This design comes from an exercise in tuning for small area on the open sky130 flow, not from production work. Only simulation tests tie the RTL to the original design; equivalence was not proved. Power is estimated from default activity; no workload was simulated.

==> run P <==
==> flow/design.v (excerpt) <==
module fpu_exec (
    input wire clk,
    input wire [5:0] operation,
    input wire [31:0] x1,
    input wire [31:0] x2,
    input wire [31:0] in_data,
    output wire [31:0] y );
==> module fpu_exec, before the edit <==
module fpu_exec (
    input wire clk,
    input wire [5:0] operation,
    input wire [31:0] x1,
    input wire [31:0] x2,
    input wire [31:0] in_data,
    output wire [31:0] y );
    localparam [5:0] OP_FADD      = 6'b000000;
    localparam [5:0] OP_FSUB      = 6'b000001;
    localparam [5:0] OP_FMUL      = 6'b000010;
    localparam [5:0] OP_FABS      = 6'b000101;
    localparam [5:0] OP_FMV       = 6'b000110;
    localparam [5:0] OP_FNEG      = 6'b010000;
    localparam [5:0] OP_FCLT      = 6'b100000;
    localparam [5:0] OP_FCZ       = 6'b101000;
    localparam [5:0] OP_SQRT_INIT = 6'b110000;
    localparam [5:0] OP_FINV_INIT = 6'b110001;
    localparam [5:0] OP_FTOI      = 6'b111000;
    localparam [5:0] OP_ITOF      = 6'b111001;
    localparam [5:0] OP_FORI      = 6'b111101;
    localparam [5:0] OP_SET       = 6'b111110;
    localparam [5:0] OP_GET       = 6'b111111;
    wire [31:0] fadd_y;
    wire [31:0] fsub_y;
    wire [31:0] fmul_y;
    wire [31:0] fneg_y;
    wire [31:0] fabs_y;
    wire fclt_y;
    wire fcz_y;
    wire [31:0] sqrt_init_y;
    wire [31:0] finv_init_y;
    wire [31:0] ftoi_y;
    wire [31:0] itof_y;
    fadd fadd0 (.x1(x1), .x2(x2), .y(fadd_y), .clk(clk));
    fsub fsub0 (.x1(x1), .x2(x2), .y(fsub_y), .clk(clk));
    fmul fmul0 (.x1(x1), .x2(x2), .y(fmul_y), .clk(clk));
    fneg fneg0 (.x(x1), .y(fneg_y), .clk(clk));
    fabs fabs0 (.x(x1), .y(fabs_y), .clk(clk));
    fclt fclt0 (.x1(x1), .x2(x2), .y(fclt_y), .clk(clk));
    fcz fcz0 (.x(x1), .y(fcz_y), .clk(clk));
    sqrt_init sqrt_init0 (.x(x1), .y(sqrt_init_y), .clk(clk));
    finv_init finv_init0 (.x(x1), .y(finv_init_y), .clk(clk));
    ftoi ftoi0 (.x(x1), .y(ftoi_y), .clk(clk));
    itof itof0 (.x(in_data), .y(itof_y), .clk(clk));
    reg [31:0] simple_y;
    always @(*) begin
        case (operation)
            OP_FABS:      simple_y = fabs_y;
            OP_FMV:       simple_y = x1;
            OP_FNEG:      simple_y = fneg_y;
            OP_FCLT:      simple_y = {31'b0, fclt_y};
            OP_FCZ:       simple_y = {31'b0, fcz_y};
            OP_SQRT_INIT: simple_y = sqrt_init_y;
            OP_FINV_INIT: simple_y = finv_init_y;
            OP_FTOI:      simple_y = ftoi_y;
            OP_ITOF:      simple_y = itof_y;
            OP_FORI:      simple_y = x1 | in_data;
            OP_SET:       simple_y = in_data;
            OP_GET:       simple_y = x1;
            default:      simple_y = 32'b0;
        endcase
    end
    reg [31:0] simple_y_;
    reg [1:0] sel_;
    always @(posedge clk) begin
        simple_y_ <= simple_y;
        sel_ <= operation == OP_FADD ? 2'd1
              : operation == OP_FSUB ? 2'd2
              : operation == OP_FMUL ? 2'd3
              : 2'd0;
    end
    assign y = sel_ == 2'd1 ? fadd_y
             : sel_ == 2'd2 ? fsub_y
             : sel_ == 2'd3 ? fmul_y
             : simple_y_;
endmodule
make LEC_CHECK=0 CAP_MARGIN=20 CORE_MARGIN=2 CORE_UTILIZATION=40 SLEW_MARGIN=20 SYNTH_MEMORY_MAX_BITS=65536 finish   # period 13.0 ns
run.sh (not shown) runs the stock make flow with config.mk's settings and CLKGATE_MAP_FILE= SYNTH_SCRIPT=/design/flow/synth_recipe.tcl, a recipe that flattens the netlist after the stock synthesis.
==> run E: changes against run P <==
--- a/flow/design.v
+++ b/flow/design.v
@@ -4548,4 +4548,6 @@
     wire [31:0] itof_y;
-    fadd fadd0 (.x1(x1), .x2(x2), .y(fadd_y), .clk(clk));
-    fsub fsub0 (.x1(x1), .x2(x2), .y(fsub_y), .clk(clk));
+    wire [31:0] addsub_y;
+    fadd fadd0 (.x1(x1), .x2({x2[31] ^ (operation == OP_FSUB), x2[30:0]}), .y(addsub_y), .clk(clk));
+    assign fadd_y = addsub_y;
+    assign fsub_y = addsub_y;
     fmul fmul0 (.x1(x1), .x2(x2), .y(fmul_y), .clk(clk));
@@ -4582,3 +4584,3 @@
         sel_ <= operation == OP_FADD ? 2'd1
-              : operation == OP_FSUB ? 2'd2
+              : operation == OP_FSUB ? 2'd1
               : operation == OP_FMUL ? 2'd3
- ABC_AREA: unset -> 1
==> results.txt <==
	run P	run E
Status	finished clean	finished clean
Static power due to leakage	32.4 nW	33.0 nW
Resize count post-CTS	8	0
Placement-stage cell area	75900 um2	64900 um2
Number of sinks on the clock net	281	277
Endpoint of the most critical setup path	y[23]	y[9]
Vias in the first global route	83000	71800
Number of setup buffers added after CTS	1	0
Global-route track usage on met3	0.115	0.0994
Final worst-path setup slack	0.164 ns	1.46 ns
Drt pass-1 iters	10	7
Net switching power of the design	0.00859 W	0.00720 W
Number of inserted filler cells in the final layout	18700	16800
Ratio of final minimum period to clock period	0.987	0.888
Final critical delay including setup and external delays	12.84 ns	11.54 ns
Met2 Routed Length	181000 um	143000 um
Seq/total area	0.0725	0.0837
Initial standard-cell utilization of the core	0.403	0.402
Number of rows in the core area	154	144
Clock Power	0.00113 W	0.00110 W
Area of the die	181000 um2	158000 um2
Met1 Use GR	0.547	0.515
DP Cell Count	12700	12100
Pin count of the biggest net entering global routing	133	107
Fraction of synthesized area in multiplexers	0.0540	0.00648

========
==> inputs of 06-18 <==
fpu_exec, a different RTL version from the one above (not shown whole).
clock: 13.0 ns
lec_check: 0
abc_area: 1
cap_margin: 40
core_margin: 2
core_utilization: 60
slew_margin: 40
synth_hierarchical: 1
==> 07-12 (differences from 06-18) <==
--- a/flow/design.v
+++ b/flow/design.v
@@ -1769,18 +1769,17 @@
     assign rb[46] = c904;
     assign ra[47] = s907;
     assign rb[47] = c906;
     wire [21:0] lc;
     wire [20:0] ls;
     assign lc[0] = 1'b0;
     genvar gi;
     generate for (gi = 0; gi < 21; gi = gi + 1) begin : lo
-        assign ls[gi] = ra[gi] ^ rb[gi] ^ lc[gi];
-        assign lc[gi+1] = (ra[gi] & rb[gi]) | (ra[gi] & lc[gi]) | (rb[gi] & lc[gi]);
+        mul_fa u (.a(ra[gi]), .b(rb[gi]), .c(lc[gi]), .s(ls[gi]), .co(lc[gi+1]));
     end endgenerate
     assign sticky = |ls;
     wire [26:0] hg = ra[47:21] & rb[47:21];
     wire [26:0] hp = ra[47:21] ^ rb[47:21];
     assign G909 = hg[1] | (hp[1] & hg[0]);
     assign P910 = hp[1] & hp[0];
     assign G911 = hg[3] | (hp[3] & hg[2]);
     assign P912 = hp[3] & hp[2];
@@ -2196,23 +2195,27 @@
 endmodule
 module fpu_exec (
     input wire clk,
     input wire [5:0] operation,
     input wire [31:0] x1,
     input wire [31:0] x2,
     input wire [31:0] in_data,
     output wire [31:0] y );
+    function [1:0] lzc4 (input [3:0] x);
+        lzc4 = x[3] ? 2'd0 : x[2] ? 2'd1 : x[1] ? 2'd2 : 2'd3;
+    endfunction
+    function [2:0] lzc8 (input [7:0] x);
+        lzc8 = |x[7:4] ? {1'b0, lzc4(x[7:4])} : {1'b1, lzc4(x[3:0])};
+    endfunction
+    function [3:0] lzc16 (input [15:0] x);
+        lzc16 = |x[15:8] ? {1'b0, lzc8(x[15:8])} : {1'b1, lzc8(x[7:0])};
+    endfunction
     function [4:0] lzc32 (input [31:0] x);
-        integer i;
-        begin
-            lzc32 = 5'd31;
-            for (i = 0; i < 32; i = i + 1)
-                if (x[i]) lzc32 = 5'd31 - i[4:0];
-        end
+        lzc32 = |x[31:16] ? {1'b0, lzc16(x[31:16])} : {1'b1, lzc16(x[15:0])};
     endfunction
     wire [5:0] op = operation;
     wire op_fsub   = op == 6'b000001;
     wire op_fmul   = op == 6'b000010;
     wire op_addsub = op[5:1] == 5'b00000;
     wire op_ftoi   = op == 6'b111000;
     wire op_itof   = op == 6'b111001;
     wire s1 = x1[31];
@@ -2238,36 +2241,39 @@
     wire [7:0] es = sel ? e2 : e1;
     wire ss = sel ? s2 : s1;
     wire same = s1 == s2;
     wire [31:0] al32 = {1'b1, mi, 8'b0} >> de;
     wire [25:0] mi_ext = {1'b1, mi, 2'b0};
     wire [25:0] shmask = ~({26{1'b1}} << de);
     wire stk_add = |(mi_ext & shmask);
     wire [26:0] addend = {1'b0, al32[31:6]} ^ {27{~same}};
-    wire [26:0] mye_add = {2'b01, ms, 2'b00} + addend + {26'b0, ~same};
+    wire [27:0] mye_add_c = {2'b01, ms, 2'b00, 1'b1} + {addend, ~same};
+    wire [26:0] mye_add = mye_add_c[27:1];
     wire [31:0] add_zero_y = e2_zero ? x1 : {s2, x2[30:0]};
     wire [47:21] prod;
     wire stk_mul;
     mul24 mul24_0 (.a(m1), .b(m2), .p(prod), .sticky(stk_mul));
     wire [8:0] emuled = {1'b0, e1} + {1'b0, e2};
-    wire [8:0] emb = emuled - 9'd127;
-    wire mul_ge127 = emuled >= 9'd127;
-    wire [7:0] mul_eb = emuled <= 9'd127 ? 8'd0 : emb[7:0];
+    wire [9:0] emb = {1'b0, emuled} - 10'd127;
+    wire mul_ge127 = ~emb[9];
+    wire [7:0] mul_eb = (emb[9] | emb == 10'd0) ? 8'd0 : emb[7:0];
     wire mul_neg = x1[31] ^ x2[31];
     wire em_gt = (~e1_lt_e2 & ~e_eq) | (e_eq & m1_gt_m2);
     wire em_lt = e1_lt_e2 | (e_eq & ~m1_gt_m2 & ~m_eq);
     wire fclt_y = ~(e1_zero & e2_zero)
         & ((x1[31] & ~x2[31]) | (x1[31] & x2[31] & em_gt) | (~x1[31] & ~x2[31] & em_lt));
-    wire [31:0] ftoi_abs = {1'b0, al32[30:0]};
-    wire [31:0] ftoi_ans = s1 ? (~ftoi_abs + 32'd1) : ftoi_abs;
+    wire [31:0] neg_in = op_itof ? in_data : {1'b0, al32[30:0]};
+    wire neg_do = op_itof ? in_data[31] : s1;
+    wire [31:0] neg_out = neg_do ? (~neg_in + 32'd1) : neg_in;
+    wire [31:0] ftoi_ans = neg_out;
     wire [31:0] ftoi_y = e1 <= 8'd126 ? 32'b0
                        : e1 >= 8'd158 ? (s1 ? 32'h80000000 : 32'h7fffffff)
                        : ftoi_ans;
-    wire [31:0] itof_abs = in_data[31] ? (~in_data + 32'd1) : in_data;
+    wire [31:0] itof_abs = neg_out;
     wire [16:0] fc0, sc0;
     wire [7:0] fc1, sc1;
     finv_init_m finv_tab (.a(m1[22:16]), .c0(fc0), .c1(fc1));
     sqrt_init_m sqrt_tab (.a({e1[0], m1[22:17]}), .c0(sc0), .c1(sc1));
     wire tsel = op[0];
     wire [16:0] tc0 = tsel ? fc0 : sc0;
     wire [7:0] tc1 = tsel ? fc1 : sc1;
     wire [3:0] tb = tsel ? m1[15:12] : m1[16:13];
@@ -2316,22 +2322,23 @@
     end
     wire ovf = r_[26] & ~itof_;
     wire [7:0] exi = ex_ + 8'd1;
     wire [7:0] eyd = ovf ? exi : ex_;
     wire [25:0] myd = ovf ? r_[26:1] : r_[25:0];
     wire stck = ovf ? (stk_ | r_[0]) : stk_;
     wire [31:0] nx = itof_ ? r_ : {myd, 6'b0};
     wire [4:0] se = lzc32(nx);
-    wire [8:0] eyf = {1'b0, eyd} <= {4'b0, se} ? 9'd0 : {1'b0, eyd} - {4'b0, se};
-    wire quirk = (eyf == 9'd0) & ~mul_;
+    wire [8:0] eyd_se = {1'b0, eyd} - {4'b0, se};
+    wire eyf_zero = eyd_se[8] | (eyd_se == 9'd0);
+    wire [7:0] eyr = eyf_zero ? 8'd0 : eyd_se[7:0];
+    wire quirk = eyf_zero & ~mul_;
     wire [4:0] sh = quirk ? (eyd[4:0] - 5'd1) : se;
     wire [31:0] ny = nx << sh;
     wire [26:0] myf = {1'b0, ny[31:6]};
     wire up = ~itof_ & myf[1] & (myf[0] | (~stck & myf[2]) | (rnd_same_ & stck));
     wire [24:0] myr = myf[26:2] + {24'b0, up};
-    wire [7:0] eyr = eyf[7:0];
     wire [7:0] ey_add = myr[24] ? (eyr + 8'd1) : (myr[23:0] == 24'b0 ? 8'd0 : eyr);
     wire [7:0] ey_mul = (ovf | myr[24]) ? (ge127_ ? exi : 8'd0) : ex_;
     wire [7:0] ey = mul_ ? ey_mul : ey_add;
     wire [22:0] my = myr[24] ? 23'b0 : myr[22:0];
     assign y = arith_ ? {sy_, ey, my} : r_;
 endmodule
==> flow/flow/run.sh (new file) <==
#!/bin/bash
# The standard layout (standard.sh: ORFS synthesis through finish, unchanged), except
# that each input and output port is buffered with sky130_fd_sc_hd__buf_1 instead of the
# default clkdlybuf4s50_1 delay cell. Every port still gets its own buffer.
set -euo pipefail
bash standard.sh "BUFFER_PORTS_ARGS=-buffer_cell sky130_fd_sc_hd__buf_1" finish > standard_finish.log 2>&1
test -s out/final.def
==> flow/standard.sh (new file) <==
#!/bin/bash
# synth_recipe.tcl (not shown) runs the flow's synth.tcl, then flattens the netlist and writes it again
# the make line also repeats each setting of config.mk as NAME=value (left out here)
make -C /OpenROAD-flow-scripts/flow DESIGN_CONFIG=/design/flow/config.mk WORK_HOME=/design/flow/orfs CLKGATE_MAP_FILE= SYNTH_SCRIPT=/design/flow/synth_recipe.tcl "${@:-finish}"
removed: flow/run.sh
==> 07-16 (differences from 06-18) <==
--- a/flow/design.v
+++ b/flow/design.v
@@ -1769,18 +1769,17 @@
     assign rb[46] = c904;
     assign ra[47] = s907;
     assign rb[47] = c906;
     wire [21:0] lc;
     wire [20:0] ls;
     assign lc[0] = 1'b0;
     genvar gi;
     generate for (gi = 0; gi < 21; gi = gi + 1) begin : lo
-        assign ls[gi] = ra[gi] ^ rb[gi] ^ lc[gi];
-        assign lc[gi+1] = (ra[gi] & rb[gi]) | (ra[gi] & lc[gi]) | (rb[gi] & lc[gi]);
+        mul_fa u (.a(ra[gi]), .b(rb[gi]), .c(lc[gi]), .s(ls[gi]), .co(lc[gi+1]));
     end endgenerate
     assign sticky = |ls;
     wire [26:0] hg = ra[47:21] & rb[47:21];
     wire [26:0] hp = ra[47:21] ^ rb[47:21];
     assign G909 = hg[1] | (hp[1] & hg[0]);
     assign P910 = hp[1] & hp[0];
     assign G911 = hg[3] | (hp[3] & hg[2]);
     assign P912 = hp[3] & hp[2];
@@ -2196,23 +2195,27 @@
 endmodule
 module fpu_exec (
     input wire clk,
     input wire [5:0] operation,
     input wire [31:0] x1,
     input wire [31:0] x2,
     input wire [31:0] in_data,
     output wire [31:0] y );
+    function [1:0] lzc4 (input [3:0] x);
+        lzc4 = x[3] ? 2'd0 : x[2] ? 2'd1 : x[1] ? 2'd2 : 2'd3;
+    endfunction
+    function [2:0] lzc8 (input [7:0] x);
+        lzc8 = |x[7:4] ? {1'b0, lzc4(x[7:4])} : {1'b1, lzc4(x[3:0])};
+    endfunction
+    function [3:0] lzc16 (input [15:0] x);
+        lzc16 = |x[15:8] ? {1'b0, lzc8(x[15:8])} : {1'b1, lzc8(x[7:0])};
+    endfunction
     function [4:0] lzc32 (input [31:0] x);
-        integer i;
-        begin
-            lzc32 = 5'd31;
-            for (i = 0; i < 32; i = i + 1)
-                if (x[i]) lzc32 = 5'd31 - i[4:0];
-        end
+        lzc32 = |x[31:16] ? {1'b0, lzc16(x[31:16])} : {1'b1, lzc16(x[15:0])};
     endfunction
     wire [5:0] op = operation;
     wire op_fsub   = op == 6'b000001;
     wire op_fmul   = op == 6'b000010;
     wire op_addsub = op[5:1] == 5'b00000;
     wire op_ftoi   = op == 6'b111000;
     wire op_itof   = op == 6'b111001;
     wire s1 = x1[31];
@@ -2238,36 +2241,39 @@
     wire [7:0] es = sel ? e2 : e1;
     wire ss = sel ? s2 : s1;
     wire same = s1 == s2;
     wire [31:0] al32 = {1'b1, mi, 8'b0} >> de;
     wire [25:0] mi_ext = {1'b1, mi, 2'b0};
     wire [25:0] shmask = ~({26{1'b1}} << de);
     wire stk_add = |(mi_ext & shmask);
     wire [26:0] addend = {1'b0, al32[31:6]} ^ {27{~same}};
-    wire [26:0] mye_add = {2'b01, ms, 2'b00} + addend + {26'b0, ~same};
+    wire [27:0] mye_add_c = {2'b01, ms, 2'b00, 1'b1} + {addend, ~same};
+    wire [26:0] mye_add = mye_add_c[27:1];
     wire [31:0] add_zero_y = e2_zero ? x1 : {s2, x2[30:0]};
     wire [47:21] prod;
     wire stk_mul;
     mul24 mul24_0 (.a(m1), .b(m2), .p(prod), .sticky(stk_mul));
     wire [8:0] emuled = {1'b0, e1} + {1'b0, e2};
-    wire [8:0] emb = emuled - 9'd127;
-    wire mul_ge127 = emuled >= 9'd127;
-    wire [7:0] mul_eb = emuled <= 9'd127 ? 8'd0 : emb[7:0];
+    wire [9:0] emb = {1'b0, emuled} - 10'd127;
+    wire mul_ge127 = ~emb[9];
+    wire [7:0] mul_eb = (emb[9] | emb == 10'd0) ? 8'd0 : emb[7:0];
     wire mul_neg = x1[31] ^ x2[31];
     wire em_gt = (~e1_lt_e2 & ~e_eq) | (e_eq & m1_gt_m2);
     wire em_lt = e1_lt_e2 | (e_eq & ~m1_gt_m2 & ~m_eq);
     wire fclt_y = ~(e1_zero & e2_zero)
         & ((x1[31] & ~x2[31]) | (x1[31] & x2[31] & em_gt) | (~x1[31] & ~x2[31] & em_lt));
-    wire [31:0] ftoi_abs = {1'b0, al32[30:0]};
-    wire [31:0] ftoi_ans = s1 ? (~ftoi_abs + 32'd1) : ftoi_abs;
+    wire [31:0] neg_in = op_itof ? in_data : {1'b0, al32[30:0]};
+    wire neg_do = op_itof ? in_data[31] : s1;
+    wire [31:0] neg_out = neg_do ? (~neg_in + 32'd1) : neg_in;
+    wire [31:0] ftoi_ans = neg_out;
     wire [31:0] ftoi_y = e1 <= 8'd126 ? 32'b0
                        : e1 >= 8'd158 ? (s1 ? 32'h80000000 : 32'h7fffffff)
                        : ftoi_ans;
-    wire [31:0] itof_abs = in_data[31] ? (~in_data + 32'd1) : in_data;
+    wire [31:0] itof_abs = neg_out;
     wire [16:0] fc0, sc0;
     wire [7:0] fc1, sc1;
     finv_init_m finv_tab (.a(m1[22:16]), .c0(fc0), .c1(fc1));
     sqrt_init_m sqrt_tab (.a({e1[0], m1[22:17]}), .c0(sc0), .c1(sc1));
     wire tsel = op[0];
     wire [16:0] tc0 = tsel ? fc0 : sc0;
     wire [7:0] tc1 = tsel ? fc1 : sc1;
     wire [3:0] tb = tsel ? m1[15:12] : m1[16:13];
@@ -2316,22 +2322,23 @@
     end
     wire ovf = r_[26] & ~itof_;
     wire [7:0] exi = ex_ + 8'd1;
     wire [7:0] eyd = ovf ? exi : ex_;
     wire [25:0] myd = ovf ? r_[26:1] : r_[25:0];
     wire stck = ovf ? (stk_ | r_[0]) : stk_;
     wire [31:0] nx = itof_ ? r_ : {myd, 6'b0};
     wire [4:0] se = lzc32(nx);
-    wire [8:0] eyf = {1'b0, eyd} <= {4'b0, se} ? 9'd0 : {1'b0, eyd} - {4'b0, se};
-    wire quirk = (eyf == 9'd0) & ~mul_;
+    wire [8:0] eyd_se = {1'b0, eyd} - {4'b0, se};
+    wire eyf_zero = eyd_se[8] | (eyd_se == 9'd0);
+    wire [7:0] eyr = eyf_zero ? 8'd0 : eyd_se[7:0];
+    wire quirk = eyf_zero & ~mul_;
     wire [4:0] sh = quirk ? (eyd[4:0] - 5'd1) : se;
     wire [31:0] ny = nx << sh;
     wire [26:0] myf = {1'b0, ny[31:6]};
     wire up = ~itof_ & myf[1] & (myf[0] | (~stck & myf[2]) | (rnd_same_ & stck));
     wire [24:0] myr = myf[26:2] + {24'b0, up};
-    wire [7:0] eyr = eyf[7:0];
     wire [7:0] ey_add = myr[24] ? (eyr + 8'd1) : (myr[23:0] == 24'b0 ? 8'd0 : eyr);
     wire [7:0] ey_mul = (ovf | myr[24]) ? (ge127_ ? exi : 8'd0) : ex_;
     wire [7:0] ey = mul_ ? ey_mul : ey_add;
     wire [22:0] my = myr[24] ? 23'b0 : myr[22:0];
     assign y = arith_ ? {sy_, ey, my} : r_;
 endmodule
==> comparison table <==
| metric | 06-18 | 07-12 | 07-16 |
|---|---|---|---|
| Run status | finished clean | finished clean | finished clean |
| Final GP Congestion | 1.168 | 1.153 | 1.188 |
| Worst path bufs/invs | 4 | 2 | 3 |
| Worst Setup EP | r_[18] | r_[24] | r_[0] |
| Height of the die | 252.1 µm | 249.3 µm | 249.3 µm |
| Transition at the pin with the smallest max-transition slack | 954.0 ps | 1033 ps | 988.2 ps |
| P_comb | 10.4 mW | 10.5 mW | 10.7 mW |
| Required time of the critical path | 13180 ps | 13230 ps | 13190 ps |
| Leakage dissipation | 19.16 nW | 18.73 nW | 18.99 nW |
| Global-route track usage on met3 | 18.93% | 21.62% | 18.88% |
| Post-synthesis sequential area ratio | 2.547% | 2.607% | 2.607% |
| Area taken by multi-input logic gates | 31740 µm² | 31170 µm² | 31180 µm² |
| GR Util met2 | 74.57% | 75.47% | 75.91% |
| Detailed-routing wirelength on met1 | 58440 µm | 58650 µm | 57060 µm |

[separate check: timing with driven ports]
The flow's constraints put no driver on any port. The routed layouts listed below were extracted and timed again, unchanged, in two steps.
Step 1: set_driving_cell puts a clkbuf_16 on clk and a buf_2 on each other input, an assumption about the parent block.
Step 2 times the ports against the registers' clock, not the clock port: input delays grow and output delays shrink by t, the midpoint of the rising clock arrivals with the driver on.
a / b / c = no drivers / after step 1 / after step 2; a / b = the first two.
run	shift t [ns]	slack for setup (ns)	worst register clock-pin slew, ns	worst slew at a driven data input, ns
run P	0.673	0.164 / 0.079 / 0.567	0.07 / 0.07	0.28
run E	0.676	1.456 / 1.376 / 1.682	0.07 / 0.07	0.21
06-18	0.372	0.309 / 0.338 / -0.034	0.09 / 0.09	0.14
07-12	0.377	0.170 / 0.200 / -0.176	0.08 / 0.08	0.13
07-16	0.374	0.244 / 0.251 / -0.123	0.08 / 0.08	0.07
Met with ideal ports but missed after step 2: setup timing in 06-18, 07-12 and 07-16. For 07-16, which loses most, drivers alone change the setup slack by +0.007 ns; drivers and shift together by -0.367 ns.
